Background: an optimization exercise with open tools, aiming at small area. Do not read the settings as production practice.
Where RTL was checked, it was by simulation tests only, not by an equivalence proof against the original.
No activity file was given, so power comes from the tool's default toggle rates.

Design Median_Filter, start of the top module:
module Median_Filter #(
    parameter WIDTH  = 32,
    parameter HEIGHT = 24
)(
    output wire [7:0] median_pixel,
    output wire       out_valid,
    input  wire [7:0] pixel_in,
    input  wire       in_valid,
    input  wire       rst,
    input  wire       clk
);
For scale: ~1200 cells after synthesis, ~22000 sq um of cells after synthesis.
==> module Median_Filter, before the edit <==
module Median_Filter #(
    parameter WIDTH  = 32,
    parameter HEIGHT = 24
)(
    output wire [7:0] median_pixel,
    output wire       out_valid,
    input  wire [7:0] pixel_in,
    input  wire       in_valid,
    input  wire       rst,
    input  wire       clk
);
    localparam N = 2 * WIDTH;
    reg  [7:0] sr [0:N-1];
    integer i;
    always @(posedge clk)
        if (in_valid) begin
            sr[0] <= pixel_in;
            for (i = 1; i < N; i = i + 1) sr[i] <= sr[i-1];
        end
    reg  [$clog2(WIDTH)-1:0]  col;
    reg  [$clog2(HEIGHT)-1:0] row;
    reg                       primed;    
    reg                       valid0, valid1, valid2;
    wire last_col = (col == WIDTH - 1);
    always @(posedge clk) begin
        if (rst) begin
            col    <= 0;
            row    <= 0;
            primed <= 1'b0;
            valid0 <= 1'b0;
            valid1 <= 1'b0;
            valid2 <= 1'b0;
        end else begin
            valid0 <= in_valid & primed;
            valid1 <= valid0;
            valid2 <= valid1;
            if (in_valid) begin
                col <= col + 1'b1;
                if (last_col) row <= (row == HEIGHT - 1) ? 0 : row + 1'b1;
                if (row == 1 && col == 0) primed <= 1'b1;
            end
        end
    end
    wire r0 = (row == 0);
    wire r1 = (row == 1);
    wire c0 = (col == 0);
    wire c1 = (col == 1);
    wire [7:0] qa = r1 ? 8'd0 : sr[2*WIDTH-1];
    wire [7:0] qb = sr[WIDTH-1];
    wire [7:0] qc = r0 ? 8'd0 : pixel_in;
    wire xab, xbc, xac;
    Le_8bits Cab(.le(xab), .a(qa), .b(qb));
    Le_8bits Cbc(.le(xbc), .a(qb), .b(qc));
    Le_8bits Cac(.le(xac), .a(qa), .b(qc));
    wire [2:0] qs_min, qs_mid, qs_max;
    Order3 OQ(.sel_min(qs_min), .sel_mid(qs_mid), .sel_max(qs_max),
              .xab(xab), .xbc(xbc), .xac(xac));
    wire [7:0] q_min, q_mid, q_max;
    Sel3_8bits SQn(.y(q_min), .s(qs_min), .a(qa), .b(qb), .c(qc));
    Sel3_8bits SQd(.y(q_mid), .s(qs_mid), .a(qa), .b(qb), .c(qc));
    Sel3_8bits SQx(.y(q_max), .s(qs_max), .a(qa), .b(qb), .c(qc));
    reg [7:0] r_min, r_mid, r_max, m_min, m_mid, m_max, l_min, l_mid, l_max;
    always @(posedge clk)
        if (in_valid) begin
            r_min <= q_min;  r_mid <= q_mid;  r_max <= q_max;
            m_min <= r_min;  m_mid <= r_mid;  m_max <= r_max;
            l_min <= m_min;  l_mid <= m_mid;  l_max <= m_max;
        end
    reg lmask, rmask;
    always @(posedge clk)
        if (in_valid) begin
            lmask <= c1;                
            rmask <= c0;                
        end
    wire n_mr, n_lr, d_mr, d_lr, x_mr, x_lr;
    Le_8bits Cn1(.le(n_mr), .a(m_min), .b(r_min));
    Le_8bits Cn2(.le(n_lr), .a(l_min), .b(r_min));
    Le_8bits Cd1(.le(d_mr), .a(m_mid), .b(r_mid));
    Le_8bits Cd2(.le(d_lr), .a(l_mid), .b(r_mid));
    Le_8bits Cx1(.le(x_mr), .a(m_max), .b(r_max));
    Le_8bits Cx2(.le(x_lr), .a(l_max), .b(r_max));
    reg n_lm, d_lm, x_lm;
    always @(posedge clk)
        if (in_valid) begin
            n_lm <= n_mr;
            d_lm <= d_mr;
            x_lm <= x_mr;
        end
    wire [2:0] nmin, nmid, nmax, dmin, dmid, dmax, xmin, xmid, xmax;
    Order3 ON(.sel_min(nmin), .sel_mid(nmid), .sel_max(nmax),
        .xab(lmask | n_lm), .xbc(~rmask & n_mr), .xac(lmask | (~rmask & n_lr)));
    Order3 OD(.sel_min(dmin), .sel_mid(dmid), .sel_max(dmax),
        .xab(lmask | d_lm), .xbc(~rmask & d_mr), .xac(lmask | (~rmask & d_lr)));
    Order3 OX(.sel_min(xmin), .sel_mid(xmid), .sel_max(xmax),
        .xab(lmask | x_lm), .xbc(~rmask & x_mr), .xac(lmask | (~rmask & x_lr)));
    wire [7:0] max_of_min, mid_of_mid, min_of_max;
    Sel3_8bits SN(.y(max_of_min), .s(nmax), .a(l_min), .b(m_min), .c(r_min));
    Sel3_8bits SD(.y(mid_of_mid), .s(dmid), .a(l_mid), .b(m_mid), .c(r_mid));
    Sel3_8bits SX(.y(min_of_max), .s(xmin & {~rmask, 1'b1, ~lmask}),
                  .a(l_max), .b(m_max), .c(r_max));
    reg [7:0] s_x, s_y, s_z;
    always @(posedge clk) begin
        s_x <= max_of_min;
        s_y <= mid_of_mid;
        s_z <= min_of_max;
    end
    wire [7:0] med;
    Median_Finder_9inputs_8bits Kernel(.med(med), .x(s_x), .y(s_y), .z(s_z));
    reg [7:0] med_q;
    always @(posedge clk) med_q <= med;
    assign median_pixel = med_q;
    assign out_valid    = valid2;
endmodule
export LEC_CHECK = 0
export CAP_MARGIN = 20
export CORE_MARGIN = 2
export CORE_UTILIZATION = 40
export SLEW_MARGIN = 20
create_clock -name core_clock -period 2.8 [get_ports {clk}]
run.sh (not shown) runs the stock make flow with config.mk's settings and CLKGATE_MAP_FILE= SYNTH_SCRIPT=/design/flow/synth_recipe.tcl, a recipe that flattens the netlist after the stock synthesis.
Rerun with:
--- a/flow/design.v
+++ b/flow/design.v
@@ -59,13 +59,13 @@
     output wire       out_valid,
     input  wire [7:0] pixel_in,
     input  wire       in_valid,
     input  wire       rst,
     input  wire       clk
 );
-    localparam N = 2 * WIDTH;
+    localparam N = 2 * WIDTH + 3;
     reg  [7:0] sr [0:N-1];
     integer i;
     always @(posedge clk)
         if (in_valid) begin
             sr[0] <= pixel_in;
             for (i = 1; i < N; i = i + 1) sr[i] <= sr[i-1];
@@ -93,41 +93,58 @@
                 if (row == 1 && col == 0) primed <= 1'b1;
             end
         end
     end
     wire r0 = (row == 0);
     wire r1 = (row == 1);
+    wire r2 = (row == 2);
     wire c0 = (col == 0);
     wire c1 = (col == 1);
-    wire [7:0] qa = r1 ? 8'd0 : sr[2*WIDTH-1];
-    wire [7:0] qb = sr[WIDTH-1];
-    wire [7:0] qc = r0 ? 8'd0 : pixel_in;
-    wire xab, xbc, xac;
-    Le_8bits Cab(.le(xab), .a(qa), .b(qb));
-    Le_8bits Cbc(.le(xbc), .a(qb), .b(qc));
-    Le_8bits Cac(.le(xac), .a(qa), .b(qc));
-    wire [2:0] qs_min, qs_mid, qs_max;
-    Order3 OQ(.sel_min(qs_min), .sel_mid(qs_mid), .sel_max(qs_max),
-              .xab(xab), .xbc(xbc), .xac(xac));
-    wire [7:0] q_min, q_mid, q_max;
-    Sel3_8bits SQn(.y(q_min), .s(qs_min), .a(qa), .b(qb), .c(qc));
-    Sel3_8bits SQd(.y(q_mid), .s(qs_mid), .a(qa), .b(qb), .c(qc));
-    Sel3_8bits SQx(.y(q_max), .s(qs_max), .a(qa), .b(qb), .c(qc));
-    reg [7:0] r_min, r_mid, r_max, m_min, m_mid, m_max, l_min, l_mid, l_max;
+    wire ptop = r1;
+    wire pbot = r0;
+    wire [7:0] qa = sr[2*WIDTH-1], qb = sr[WIDTH-1], qc = pixel_in;
+    wire le_ab, le_bc, le_ac;
+    Le_8bits Cab(.le(le_ab), .a(qa), .b(qb));
+    Le_8bits Cbc(.le(le_bc), .a(qb), .b(qc));
+    Le_8bits Cac(.le(le_ac), .a(qa), .b(qc));
+    wire qxab = ptop | le_ab;
+    wire qxbc = ~pbot & le_bc;
+    wire qxac = ptop | (~pbot & le_ac);
+    reg  [2:0] rx, mx, lx;
     always @(posedge clk)
         if (in_valid) begin
-            r_min <= q_min;  r_mid <= q_mid;  r_max <= q_max;
-            m_min <= r_min;  m_mid <= r_mid;  m_max <= r_max;
-            l_min <= m_min;  l_mid <= m_mid;  l_max <= m_max;
+            rx <= {~(qxab ^ qxbc), qxab ^ qxac, qxab};
+            mx <= rx;
+            lx <= mx;
         end
-    reg lmask, rmask;
+    reg lmask, rmask, wtop, wbot;
     always @(posedge clk)
         if (in_valid) begin
             lmask <= c1;                
             rmask <= c0;                
+            wtop  <= c0 ? r2 : r1;      
+            wbot  <= c0 ? r1 : r0;      
         end
+    wire [2:0] rs_min, rs_mid, rs_max, ms_min, ms_mid, ms_max, ls_min, ls_mid, ls_max;
+    Ascending_Sorter_3inputs_8bits OR_(.sel_min(rs_min), .sel_mid(rs_mid), .sel_max(rs_max),
+                                       .xab(rx[0]), .ma(rx[1]), .mb(rx[2]));
+    Ascending_Sorter_3inputs_8bits OM(.sel_min(ms_min), .sel_mid(ms_mid), .sel_max(ms_max),
+                                      .xab(mx[0]), .ma(mx[1]), .mb(mx[2]));
+    Ascending_Sorter_3inputs_8bits OL(.sel_min(ls_min), .sel_mid(ls_mid), .sel_max(ls_max),
+                                      .xab(lx[0]), .ma(lx[1]), .mb(lx[2]));
+    wire [2:0] tb = {~wbot, 1'b1, ~wtop};
+    wire [7:0] r_min, r_mid, r_max, m_min, m_mid, m_max, l_min, l_mid, l_max;
+    Sel3_8bits SRn(.y(r_min), .s(rs_min & tb), .a(sr[2*WIDTH]), .b(sr[WIDTH]), .c(sr[0]));
+    Sel3_8bits SRd(.y(r_mid), .s(rs_mid), .a(sr[2*WIDTH]), .b(sr[WIDTH]), .c(sr[0]));
+    Sel3_8bits SRx(.y(r_max), .s(rs_max), .a(sr[2*WIDTH]), .b(sr[WIDTH]), .c(sr[0]));
+    Sel3_8bits SMn(.y(m_min), .s(ms_min & tb), .a(sr[2*WIDTH+1]), .b(sr[WIDTH+1]), .c(sr[1]));
+    Sel3_8bits SMd(.y(m_mid), .s(ms_mid), .a(sr[2*WIDTH+1]), .b(sr[WIDTH+1]), .c(sr[1]));
+    Sel3_8bits SMx(.y(m_max), .s(ms_max), .a(sr[2*WIDTH+1]), .b(sr[WIDTH+1]), .c(sr[1]));
+    Sel3_8bits SLn(.y(l_min), .s(ls_min & tb), .a(sr[2*WIDTH+2]), .b(sr[WIDTH+2]), .c(sr[2]));
+    Sel3_8bits SLd(.y(l_mid), .s(ls_mid), .a(sr[2*WIDTH+2]), .b(sr[WIDTH+2]), .c(sr[2]));
+    Sel3_8bits SLx(.y(l_max), .s(ls_max), .a(sr[2*WIDTH+2]), .b(sr[WIDTH+2]), .c(sr[2]));
     wire n_mr, n_lr, d_mr, d_lr, x_mr, x_lr;
     Le_8bits Cn1(.le(n_mr), .a(m_min), .b(r_min));
     Le_8bits Cn2(.le(n_lr), .a(l_min), .b(r_min));
     Le_8bits Cd1(.le(d_mr), .a(m_mid), .b(r_mid));
     Le_8bits Cd2(.le(d_lr), .a(l_mid), .b(r_mid));
     Le_8bits Cx1(.le(x_mr), .a(m_max), .b(r_max));
Effect: This time the run ran to the end with violations: setup timing. Die area came out lower by 1.3%. Wire length increases by 33%. Via count increases by 16%. Sequential power came out lower by about 4%. Power came out higher by about 4.6%. Design area increases by about 7.5%. Cell count goes up by 9.3%. Fmax came out lower by about 12%. Core utilization came out higher by 4.5 points. Register-to-register slack got worse by 0.36 ns. Hold slack gains 0.020 ns. Global-route usage rose by 4.0 points. Worst setup slack got worse by 0.36 ns. Count of clock-buffer cells in the layout decreases by 13.
For the second run of this note, only the layout was checked, not whether the RTL still works.

[afterwards: timing with drivers on the ports]
Ports are ideal in the flow. The routed layouts listed here were re-timed in OpenROAD.
Step 1 (the two cells are an assumption about what drives the block):
set clk [get_ports {clk}]
set_driving_cell -lib_cell sky130_fd_sc_hd__clkbuf_16 $clk
set_driving_cell -lib_cell sky130_fd_sc_hd__buf_2 [delete_from_list [all_inputs] $clk]
Step 2 moves the port delays by t, midway between the first and last clock arrival at a register: inputs arrive t later, outputs are due t later. That takes back most of the time a late clock gives input paths.
Three values: no drivers, after step 1, after step 2; two values: the first two.
| run | shift t [ns] | slack for setup (ns) | worst hold slack (ns) | worst setup path at the end | pins driven straight from the clock port |
|---|---|---|---|---|---|
| the first run | 0.635 | 0.068 / 0.068 / -0.514 | 0.351 / 0.336 / 0.413 | input to register | 1 |
| the second run | 0.667 | -0.291 / -0.291 / -0.516 | 0.370 / 0.354 / 0.405 | input to register | 1 |
Met with ideal ports but missed after step 2: setup timing in the first run. For the first run, which loses most, drivers alone change the setup slack by 0.000 ns; drivers and shift together by -0.582 ns.
